Background: an optimization exercise with open tools, aiming at small area, a short achievable clock period and few clock cycles per item. Do not read the settings as production practice. Only simulation tests tie the RTL to the original design; equivalence was not proved. No driver is modelled on the clock port, so clock power and skew are understated where the tree is cut down; a real chip needs a root buffer or a tree. Power figures rest on the tool's default switching activity, not on a simulated workload.

==> job 8984 <==
Design mul_top, start of the top module:
module mul_top (
  input              clk,
  input              rst,
  input              in_valid,
  input      [15:0]  a,
  input      [15:0]  b,
  output             out_valid,
  output     [32:0]  res
);
==> flow/config.mk <==
export PLATFORM = sky130hd
export DESIGN_NAME = mul_top
export DESIGN_NICKNAME = mul_top
export VERILOG_FILES = /design/flow/design.v
export SDC_FILE = /design/flow/constraint.sdc
export NUM_CORES = 4
export LEC_CHECK = 0
export CAP_MARGIN = 20
export CORE_MARGIN = 2
export CORE_UTILIZATION = 55
export SLEW_MARGIN = 20
export SYNTH_HIERARCHICAL = 1
==> flow/constraint.sdc <==
create_clock -name core_clock -period 10.0 [get_ports {clk}]
set_input_delay 2.0000 -clock core_clock [delete_from_list [all_inputs] [get_ports {clk}]]
set_output_delay 2.0000 -clock core_clock [all_outputs]
set_load 0.01 [all_outputs]
standard.sh (not shown) runs the stock make flow with config.mk's settings and CLKGATE_MAP_FILE= SYNTH_SCRIPT=/design/flow/synth_recipe.tcl, a recipe that flattens the netlist after the stock synthesis.
==> flow/flow/run.sh <==
# Standard ORFS layout (the standard.sh) with plain buf_1 port buffers
# and a tighter setup-repair target; the SDC and clock period are unchanged.
export BUFFER_PORTS_ARGS="-buffer_cell sky130_fd_sc_hd__buf_1"
export POST_CTS_TCL=$PWD/flow/post_cts.tcl
bash standard.sh SETUP_SLACK_MARGIN=7.2  finish > standard.log 2>&1
Other scripts of this flow, unchanged in this note and not shown: flow/flow/post_cts.tcl
==> job 2586: changes against job 8984 <==
--- a/flow/design.v
+++ b/flow/design.v
@@ -415,80 +415,80 @@
   wire s197, c198;
   mul_fa u_s197 (s147, pp_8_11, c144, s197, c198);
   wire s199, c200;
   mul_fa u_s199 (s149, pp_7_14, pp_8_12, s199, c200);
   wire s201, c202;
   mul_fa u_s201 (ns_6, pp_7_15, pp_8_13, s201, c202);
   wire s203, c204;
   mul_ha u_s203 (1'b1, pp_7_16, s203, c204);
-  reg [91:0] rst3;
-  always @(posedge clk) rst3 <= {c204, pp_8_15, ns_7, c202, pp_8_14, s203, c200, c150, s201, c198, c148, s199, c196, c146, s197, c194, c142, s195, c192, c138, s193, c190, c134, s191, c188, c130, s189, c186, c126, s187, c184, c122, s185, c182, c118, s183, c180, c114, s181, c178, c110, s179, c176, c106, s177, c174, c102, s175, c172, c98, s173, c170, c94, s171, c168, c90, s169, c166, c86, s167, c164, c82, s165, c162, c78, s163, c160, c74, s161, c158, c70, s159, c156, c68, s157, c154, neg_3, s155, c152, pp_2_1, s153, neg_2, pp_2_0, s151, pp_1_1, pp_0_3, neg_1, pp_1_0, pp_0_2, pp_0_1, neg_0, pp_0_0};
   wire s205, c206;
-  mul_ha u_s205 (rst3[3], rst3[4], s205, c206);
+  mul_fa u_s205 (ns_7, pp_8_15, c204, s205, c206);
   wire s207, c208;
-  mul_ha u_s207 (rst3[6], rst3[7], s207, c208);
+  mul_fa u_s207 (s203, pp_8_14, c202, s207, c208);
   wire s209, c210;
-  mul_fa u_s209 (rst3[8], rst3[9], rst3[10], s209, c210);
+  mul_fa u_s209 (s201, c150, c200, s209, c210);
   wire s211, c212;
-  mul_fa u_s211 (rst3[11], rst3[12], rst3[13], s211, c212);
+  mul_fa u_s211 (s199, c148, c198, s211, c212);
   wire s213, c214;
-  mul_fa u_s213 (rst3[14], rst3[15], rst3[16], s213, c214);
+  mul_fa u_s213 (s197, c146, c196, s213, c214);
   wire s215, c216;
-  mul_fa u_s215 (rst3[17], rst3[18], rst3[19], s215, c216);
+  mul_fa u_s215 (pp_0_2, pp_1_0, neg_1, s215, c216);
+  reg [84:0] rst3;
+  always @(posedge clk) rst3 <= {c208, s205, c210, s207, c212, s209, c214, s211, s213, c194, c142, s195, c192, c138, s193, c190, c134, s191, c188, c130, s189, c186, c126, s187, c184, c122, s185, c182, c118, s183, c180, c114, s181, c178, c110, s179, c176, c106, s177, c174, c102, s175, c172, c98, s173, c170, c94, s171, c168, c90, s169, c166, c86, s167, c164, c82, s165, c162, c78, s163, c160, c74, s161, c158, c70, s159, c156, c68, s157, c154, neg_3, s155, c152, pp_2_1, s153, neg_2, pp_2_0, s151, c216, pp_1_1, pp_0_3, s215, pp_0_1, neg_0, pp_0_0};
   wire s217, c218;
-  mul_fa u_s217 (rst3[20], rst3[21], rst3[22], s217, c218);
+  mul_ha u_s217 (rst3[4], rst3[5], s217, c218);
   wire s219, c220;
-  mul_fa u_s219 (rst3[23], rst3[24], rst3[25], s219, c220);
+  mul_fa u_s219 (rst3[7], rst3[8], rst3[9], s219, c220);
   wire s221, c222;
-  mul_fa u_s221 (rst3[26], rst3[27], rst3[28], s221, c222);
+  mul_fa u_s221 (rst3[10], rst3[11], rst3[12], s221, c222);
   wire s223, c224;
-  mul_fa u_s223 (rst3[29], rst3[30], rst3[31], s223, c224);
+  mul_fa u_s223 (rst3[13], rst3[14], rst3[15], s223, c224);
   wire s225, c226;
-  mul_fa u_s225 (rst3[32], rst3[33], rst3[34], s225, c226);
+  mul_fa u_s225 (rst3[16], rst3[17], rst3[18], s225, c226);
   wire s227, c228;
-  mul_fa u_s227 (rst3[35], rst3[36], rst3[37], s227, c228);
+  mul_fa u_s227 (rst3[19], rst3[20], rst3[21], s227, c228);
   wire s229, c230;
-  mul_fa u_s229 (rst3[38], rst3[39], rst3[40], s229, c230);
+  mul_fa u_s229 (rst3[22], rst3[23], rst3[24], s229, c230);
   wire s231, c232;
-  mul_fa u_s231 (rst3[41], rst3[42], rst3[43], s231, c232);
+  mul_fa u_s231 (rst3[25], rst3[26], rst3[27], s231, c232);
   wire s233, c234;
-  mul_fa u_s233 (rst3[44], rst3[45], rst3[46], s233, c234);
+  mul_fa u_s233 (rst3[28], rst3[29], rst3[30], s233, c234);
   wire s235, c236;
-  mul_fa u_s235 (rst3[47], rst3[48], rst3[49], s235, c236);
+  mul_fa u_s235 (rst3[31], rst3[32], rst3[33], s235, c236);
   wire s237, c238;
-  mul_fa u_s237 (rst3[50], rst3[51], rst3[52], s237, c238);
+  mul_fa u_s237 (rst3[34], rst3[35], rst3[36], s237, c238);
   wire s239, c240;
-  mul_fa u_s239 (rst3[53], rst3[54], rst3[55], s239, c240);
+  mul_fa u_s239 (rst3[37], rst3[38], rst3[39], s239, c240);
   wire s241, c242;
-  mul_fa u_s241 (rst3[56], rst3[57], rst3[58], s241, c242);
+  mul_fa u_s241 (rst3[40], rst3[41], rst3[42], s241, c242);
   wire s243, c244;
-  mul_fa u_s243 (rst3[59], rst3[60], rst3[61], s243, c244);
+  mul_fa u_s243 (rst3[43], rst3[44], rst3[45], s243, c244);
   wire s245, c246;
-  mul_fa u_s245 (rst3[62], rst3[63], rst3[64], s245, c246);
+  mul_fa u_s245 (rst3[46], rst3[47], rst3[48], s245, c246);
   wire s247, c248;
-  mul_fa u_s247 (rst3[65], rst3[66], rst3[67], s247, c248);
+  mul_fa u_s247 (rst3[49], rst3[50], rst3[51], s247, c248);
   wire s249, c250;
-  mul_fa u_s249 (rst3[68], rst3[69], rst3[70], s249, c250);
+  mul_fa u_s249 (rst3[52], rst3[53], rst3[54], s249, c250);
   wire s251, c252;
-  mul_fa u_s251 (rst3[71], rst3[72], rst3[73], s251, c252);
+  mul_fa u_s251 (rst3[55], rst3[56], rst3[57], s251, c252);
   wire s253, c254;
-  mul_fa u_s253 (rst3[74], rst3[75], rst3[76], s253, c254);
+  mul_fa u_s253 (rst3[58], rst3[59], rst3[60], s253, c254);
   wire s255, c256;
-  mul_fa u_s255 (rst3[77], rst3[78], rst3[79], s255, c256);
+  mul_fa u_s255 (rst3[61], rst3[62], rst3[63], s255, c256);
   wire s257, c258;
-  mul_fa u_s257 (rst3[80], rst3[81], rst3[82], s257, c258);
+  mul_fa u_s257 (rst3[64], rst3[65], rst3[66], s257, c258);
   wire s259, c260;
-  mul_fa u_s259 (rst3[83], rst3[84], rst3[85], s259, c260);
+  mul_fa u_s259 (rst3[67], rst3[68], rst3[69], s259, c260);
   wire s261, c262;
-  mul_fa u_s261 (rst3[86], rst3[87], rst3[88], s261, c262);
+  mul_fa u_s261 (rst3[70], rst3[71], rst3[72], s261, c262);
   wire s263, c264;
-  mul_fa u_s263 (rst3[89], rst3[90], rst3[91], s263, c264);
-  wire [31:0] fa_a = {s263, s261, s259, s257, s255, s253, s251, s249, s247, s245, s243, s241, s239, s237, s235, s233, s231, s229, s227, s225, s223, s221, s219, s217, s215, s213, s211, s209, s207, s205, rst3[2], rst3[0]};
-  wire [31:0] fa_b = {c262, c260, c258, c256, c254, c252, c250, c248, c246, c244, c242, c240, c238, c236, c234, c232, c230, c228, c226, c224, c222, c220, c218, c216, c214, c212, c210, c208, c206, rst3[5], 1'b0, rst3[1]};
+  mul_fa u_s263 (rst3[73], rst3[74], rst3[75], s263, c264);
+  wire [31:0] fa_a = {rst3[83], rst3[81], rst3[79], rst3[77], rst3[76], s263, s261, s259, s257, s255, s253, s251, s249, s247, s245, s243, s241, s239, s237, s235, s233, s231, s229, s227, s225, s223, s221, s219, s217, rst3[3], rst3[2], rst3[0]};
+  wire [31:0] fa_b = {rst3[84], rst3[82], rst3[80], rst3[78], c264, c262, c260, c258, c256, c254, c252, c250, c248, c246, c244, c242, c240, c238, c236, c234, c232, c230, c228, c226, c224, c222, c220, c218, rst3[6], 1'b0, 1'b0, rst3[1]};
   wire [31:0] prod = fa_a + fa_b;
   reg [31:0] res_q;
   always @(posedge clk) res_q <= prod;
   assign res = {1'b0, res_q};
 endmodule
 module mul_fa (input a, input b, input c, output s, output co);
   assign s = a ^ b ^ c;
   assign co = (a & b) | (a & c) | (b & c);
==> flow/flow/run.sh (replaced) <==
# Standard ORFS layout (the standard.sh) with plain buf_1 port buffers
# and a tighter setup-repair target; the SDC and clock period are unchanged.
export BUFFER_PORTS_ARGS="-buffer_cell sky130_fd_sc_hd__buf_1"
export POST_CTS_TCL=$PWD/flow/post_cts.tcl
bash standard.sh SETUP_SLACK_MARGIN=7.3  finish > standard.log 2>&1
CORE_UTILIZATION = 40   (was 55)
==> job 5296: changes against job 8984 <==
CORE_UTILIZATION = 40   (was 55)
==> qor summary <==
item                                                     job 5296    job 8984    job 2586
Outcome                                  timing/DRC/antenna clean  timing/DRC/antenna clean  timing/DRC/antenna clean
Area of the die                                        27,300 µm²  20,000 µm²  27,100 µm²
Vertical die dimension                                     165 µm      142 µm      165 µm
Number of storage elements in the synthesis netlist           167         167         160
Share of synthesized area spent on multiplexers           0.0961%     0.0961%          0%
Achievable frequency                                      366 MHz     357 MHz     366 MHz
Static leakage power                                      4.47 nW     4.45 nW     4.31 nW
Number of global-route vias before repair                   7,243       7,398       7,356
Post-layout instance area                              11,500 µm²  11,300 µm²  11,400 µm²
Sequential share of power                                   25.6%       25.5%       23.5%
GP Congestion                                               0.867       0.961       0.876
CP Capture Type                                        output pin   flip-flop  output pin
Transition time at the pin with the least slew margin      714 ps      716 ps      729 ps
Net total in the final layout                               1,170       1,166       1,179
Power attributed to sequential cells                      1.06 mW     1.06 mW     1.04 mW
Internal power                                            2.34 mW     2.34 mW     2.44 mW
Testbench counts of job 8984, summed over its fixed seeds: cycles 16,016, items 16,000.
Testbench counts of job 2586, summed over its fixed seeds: cycles 16,016, items 16,000.
Testbench counts of job 5296, summed over its fixed seeds: cycles 16,016, items 16,000.
No run of this note takes its clock network from TritonCTS; it comes from the design's own scripts or RTL.

## static timing again, ports no longer ideal
In the flow no input, the clock included, has a driving cell. The finished layouts below were timed again as built, in two steps.
Step 1, drivers: a clkbuf_16 drives clk and a buf_2 each remaining input, both assumed.
Step 2 moves the port delays by t, midway between the first and last clock arrival at a register: inputs arrive t later, outputs are due t later. That takes back most of the time a late clock gives input paths.
a / b / c = ideal ports / drivers / drivers and shift; a / b = the first two.
| run | t, ns | slack for setup (ns) | worst setup path at the end | worst data-port slew with drivers (ns) |
|---|---|---|---|---|
| job 8984 | 0.373 | 7.197 / 7.183 / 7.197 | register to register | 0.05 |
| job 2586 | 0.380 | 7.268 / 7.185 / 7.276 | register to register | 0.03 |
| job 5296 | 0.371 | 7.266 / 7.189 / 7.285 | register to register | 0.04 |
After both steps every run listed still meets setup and hold.
